Source: an optimization exercise on an open RTL-to-GDS flow (aim: small area and a short achievable clock period). Production flows keep margins and buffers that such runs may drop.
Where RTL was checked, it was by simulation tests only, not by an equivalence proof against the original.

// Circle_Area_Calculator
module Circle_Area_Calculator(clk, rst, radius, area);
  input wire clk, rst;
  input wire [31:0] radius;
  output reg [31:0] area;
  wire [22:0] r = radius[22:0];
  wire [22:0] rn = ~r;
  wire p47 = r >= 23'h3504f4;
  wire p47n = ~p47;
  wire ge_a = r >= 23'h106ebf;
  wire ge_b = r >= 23'h4c422f;
  wire ge_c = r >= 23'h4c4230;
  wire q47 = (ge_a & ~p47) | ge_c;
  wire q47n = ~q47;
  wire [7:0] expo = {radius[29:23], 1'b0} + 8'd130 + {7'd0, ge_a} + {7'd0, ge_b};
  wire [22:0] mant;
  wire n1;
  ND2 u1 (r[0], r[1], n1);
  wire n2;
  ND2 u2 (r[0], r[2], n2);
  wire n3;
  ND2 u3 (r[0], r[3], n3);
  wire n4;
  ND2 u4 (r[0], r[4], n4);
  wire n5;
  ND2 u5 (r[0], r[5], n5);
  wire n6;
  ND2 u6 (r[0], r[6], n6);
  wire n7;
  ND2 u7 (r[0], r[7], n7);
  wire n8;
  ND2 u8 (r[0], r[8], n8);
  wire n9;
  ND2 u9 (r[0], r[9], n9);
  wire n10;
  ND2 u10 (r[0], r[10], n10);
  wire n11;
  ND2 u11 (r[0], r[11], n11);
  wire n12;
  ND2 u12 (r[0], r[12], n12);
  wire n13;
  ND2 u13 (r[0], r[13], n13);
  wire n14;
  ND2 u14 (r[0], r[14], n14);
  wire n15;
  ND2 u15 (r[0], r[15], n15);
  wire n16;
  ND2 u16 (r[0], r[16], n16);
  wire n17;
  ND2 u17 (r[0], r[17], n17);
  wire n18;
  ND2 u18 (r[0], r[18], n18);
  wire n19;
  ND2 u19 (r[0], r[19], n19);
  wire n20;
  ND2 u20 (r[0], r[20], n20);
  wire n21;
  ND2 u21 (r[0], r[21], n21);
  wire n22;
  ND2 u22 (r[0], r[22], n22);
  wire n23;
  ND2 u23 (r[1], r[2], n23);
  wire n24;
  ND2 u24 (r[1], r[3], n24);
  wire n25;
  ND2 u25 (r[1], r[4], n25);
  wire n26;
  ND2 u26 (r[1], r[5], n26);
  wire n27;
  ND2 u27 (r[1], r[6], n27);
  wire n28;
  ND2 u28 (r[1], r[7], n28);
  wire n29;
  ND2 u29 (r[1], r[8], n29);
  wire n30;
  ND2 u30 (r[1], r[9], n30);
  wire n31;
  ND2 u31 (r[1], r[10], n31);
  wire n32;
  ND2 u32 (r[1], r[11], n32);
  wire n33;
  ...
clock: 30.0 ns
lec_check: 0
cap_margin: 20
core_margin: 2
core_utilization: 40
slew_margin: 20
synth_hierarchical: 1
synth_minimum_keep_size: 0
standard.sh (not shown) runs the stock make flow with config.mk's settings and CLKGATE_MAP_FILE= SYNTH_SCRIPT=/design/flow/synth_recipe.tcl, a recipe that flattens the netlist after the stock synthesis.
==> flow/flow/run.sh <==
#!/bin/bash
set -o pipefail
cp standard.sh standard_sh.log
export SETUP_SLACK_MARGIN=${MARGIN:-14}
export BUFFER_PORTS_ARGS="${BPA:--buffer_cell sky130_fd_sc_hd__buf_4}"
bash standard.sh > standard.log 2>&1
The baseline produced a clean layout.
Next try:
==> flow/flow/run.sh (replaced) <==
#!/bin/bash
set -o pipefail
cp standard.sh standard_sh.log
export SETUP_SLACK_MARGIN=${MARGIN:-15}
bash standard.sh > standard.log 2>&1
Outcome: The changed run went through all stages and came out clean; flip-flop and latch count stays the same; die area does not change; synthesized area stays the same; via count increases by roughly a tenth; cell area increases by about a fifth; setup slack gains 560 ps; sequential share of layout area fell by 0.81 points; wire length rises by about a fifth; non-clock buffer count is higher by 162.
No run of this note included a check of the RTL's function; only the layout flow was run.

Circle_Area_Calculator, a different RTL version from the one above (not shown whole).
export LEC_CHECK = 0
export CAP_MARGIN = 20
export CORE_MARGIN = 2
export CORE_UTILIZATION = 40
export CTS_BUF_LIST = sky130_fd_sc_hd__clkbuf_4
export SLEW_MARGIN = 20
export SYNTH_HIERARCHICAL = 1
export SYNTH_MINIMUM_KEEP_SIZE = 0
create_clock -name core_clock -period 30.0 [get_ports {clk}]
==> flow/flow/run.sh <==
#!/bin/bash
set -o pipefail
cp standard.sh standard_sh.log
export PRE_FLOORPLAN_TCL="$(pwd)/flow/downsize.tcl"
export PRE_RESIZE_TCL="$(pwd)/flow/outports.tcl"
export SETUP_SLACK_MARGIN=${MARGIN:-15}
export BUFFER_PORTS_ARGS="-inputs -buffer_cell sky130_fd_sc_hd__buf_2"
bash standard.sh > standard.log 2>&1
==> flow/flow/downsize.tcl <==
# Downsize the combinational cells that synthesis mapped to a stronger drive
# than _1 (ABC upsizes some one-gate modules) to the _1 cell of the same
# function; the timing repair steps later upsize the cells that need it.
set ds_count 0
set ds_db [ord::get_db]
foreach ds_inst [[ord::get_db_block] getInsts] {
  set ds_master [[$ds_inst getMaster] getName]
  if { ![regexp {^sky130_fd_sc_hd__(\w+)_(\d+)$} $ds_master -> ds_base ds_drive] } { continue }
  if { $ds_drive <= 1 } { continue }
  if { [regexp {^(dfxtp|dfrtp|dfstp|buf|clkbuf|clkinv|clkdlybuf4s\d+|dlygate4sd\d|dlymetal6s\d+s|tapvpwrvgnd|fill|decap|conb)$} $ds_base] } { continue }
  set ds_new "sky130_fd_sc_hd__${ds_base}_1"
  if { [$ds_db findMaster $ds_new] == "NULL" } { continue }
  replace_cell [$ds_inst getName] $ds_new
  incr ds_count
}
puts "downsize.tcl: downsized $ds_count instances"
==> flow/flow/outports.tcl <==
buffer_ports -outputs -buffer_cell sky130_fd_sc_hd__buf_1
The first run produced a clean layout.
Change:
==> flow/flow/run.sh (replaced) <==
#!/bin/bash
set -o pipefail
cp standard.sh standard_sh.log
export PRE_FLOORPLAN_TCL="$(pwd)/flow/downsize.tcl"
export SETUP_SLACK_MARGIN=${MARGIN:-14.75}
export BUFFER_PORTS_ARGS="-buffer_cell sky130_fd_sc_hd__buf_2"
bash standard.sh > standard.log 2>&1
removed: flow/flow/outports.tcl
The new run went through all stages and came out clean.
Hold slack gets better by 0.015 ns.
Final area decreases by 1.5%.
Via count decreases by 0.74%.
Core utilization decreases by 0.69 points.
Routed wire length hardly moves.
Worst setup slack gets worse by 0.28 ns.
First-iteration DRC count increases by 34%.
Global-route usage increases by 0.21 points.
Die area does not change.
Maximum frequency decreases by 1.9%.
Change:
==> flow/flow/run.sh (replaced) <==
#!/bin/bash
set -o pipefail
cp standard.sh standard_sh.log
export PRE_FLOORPLAN_TCL="$(pwd)/flow/downsize.tcl"
export PRE_RESIZE_TCL="$(pwd)/flow/outports.tcl"
export SETUP_SLACK_MARGIN=${MARGIN:-14.75}
export BUFFER_PORTS_ARGS="-inputs -buffer_cell sky130_fd_sc_hd__buf_2"
bash standard.sh > standard.log 2>&1
==> flow/flow/outports.tcl (new file) <==
buffer_ports -outputs -buffer_cell sky130_fd_sc_hd__buf_1
Result:
- utilization fell by 0.20 points
- die area is unchanged
- via count barely changes
- sequential share of layout area stays flat
- routed wire length is lower by about 1%
- setup slack improved by 0.084 ns
- design area falls by 0.45%
- critical path depth does not change
Change:
Settings changed: CTS_BUF_LIST sky130_fd_sc_hd__clkbuf_4 to sky130_fd_sc_hd__clkbuf_8.
Worst hold slack gains 0.056 ns.
Non-clock buffer count stays the same.
Via count came out lower by 0.60%.
Core utilization came out higher by 0.39 points.
Critical path depth is unchanged.
Clock-buffer cell count came out higher by 1.
Global-route usage barely changes.

==> afterwards: timing with drivers on the ports <==
In the flow no input, the clock included, has a driving cell. The finished layouts below were timed again as built, in two steps. Step 1: set_driving_cell puts a clkbuf_16 on clk and a buf_2 on each other input, an assumption about the parent block. Step 2 times the ports against the registers' clock, not the clock port: input delays grow and output delays shrink by t, the midpoint of the rising clock arrivals with the driver on. Three values: no drivers, after step 1, after step 2; two values: the first two.
run | shift t [ns] | setup WS [ns] | worst data-port slew with drivers (ns)
the first run of note 1 | 0.304 | 14.680 / 14.673 / 14.369 | 0.04
the second run of note 1 | 0.314 | 15.239 / 15.236 / 14.922 | 0.05
the first run of note 2 | 0.361 | 15.506 / 15.495 / 15.134 | 0.07
the second run of note 2 | 0.354 | 15.225 / 15.219 / 14.865 | 0.05
the third run of note 2 | 0.360 | 15.309 / 15.312 / 14.952 | 0.04
the fourth run of note 2 | 0.311 | 15.345 / 15.348 / 15.037 | 0.04
After both steps setup and hold are still met in every run listed. The setup slack of the first run of note 2, which loses most, moves by -0.011 ns with the drivers and by -0.372 ns with both steps.
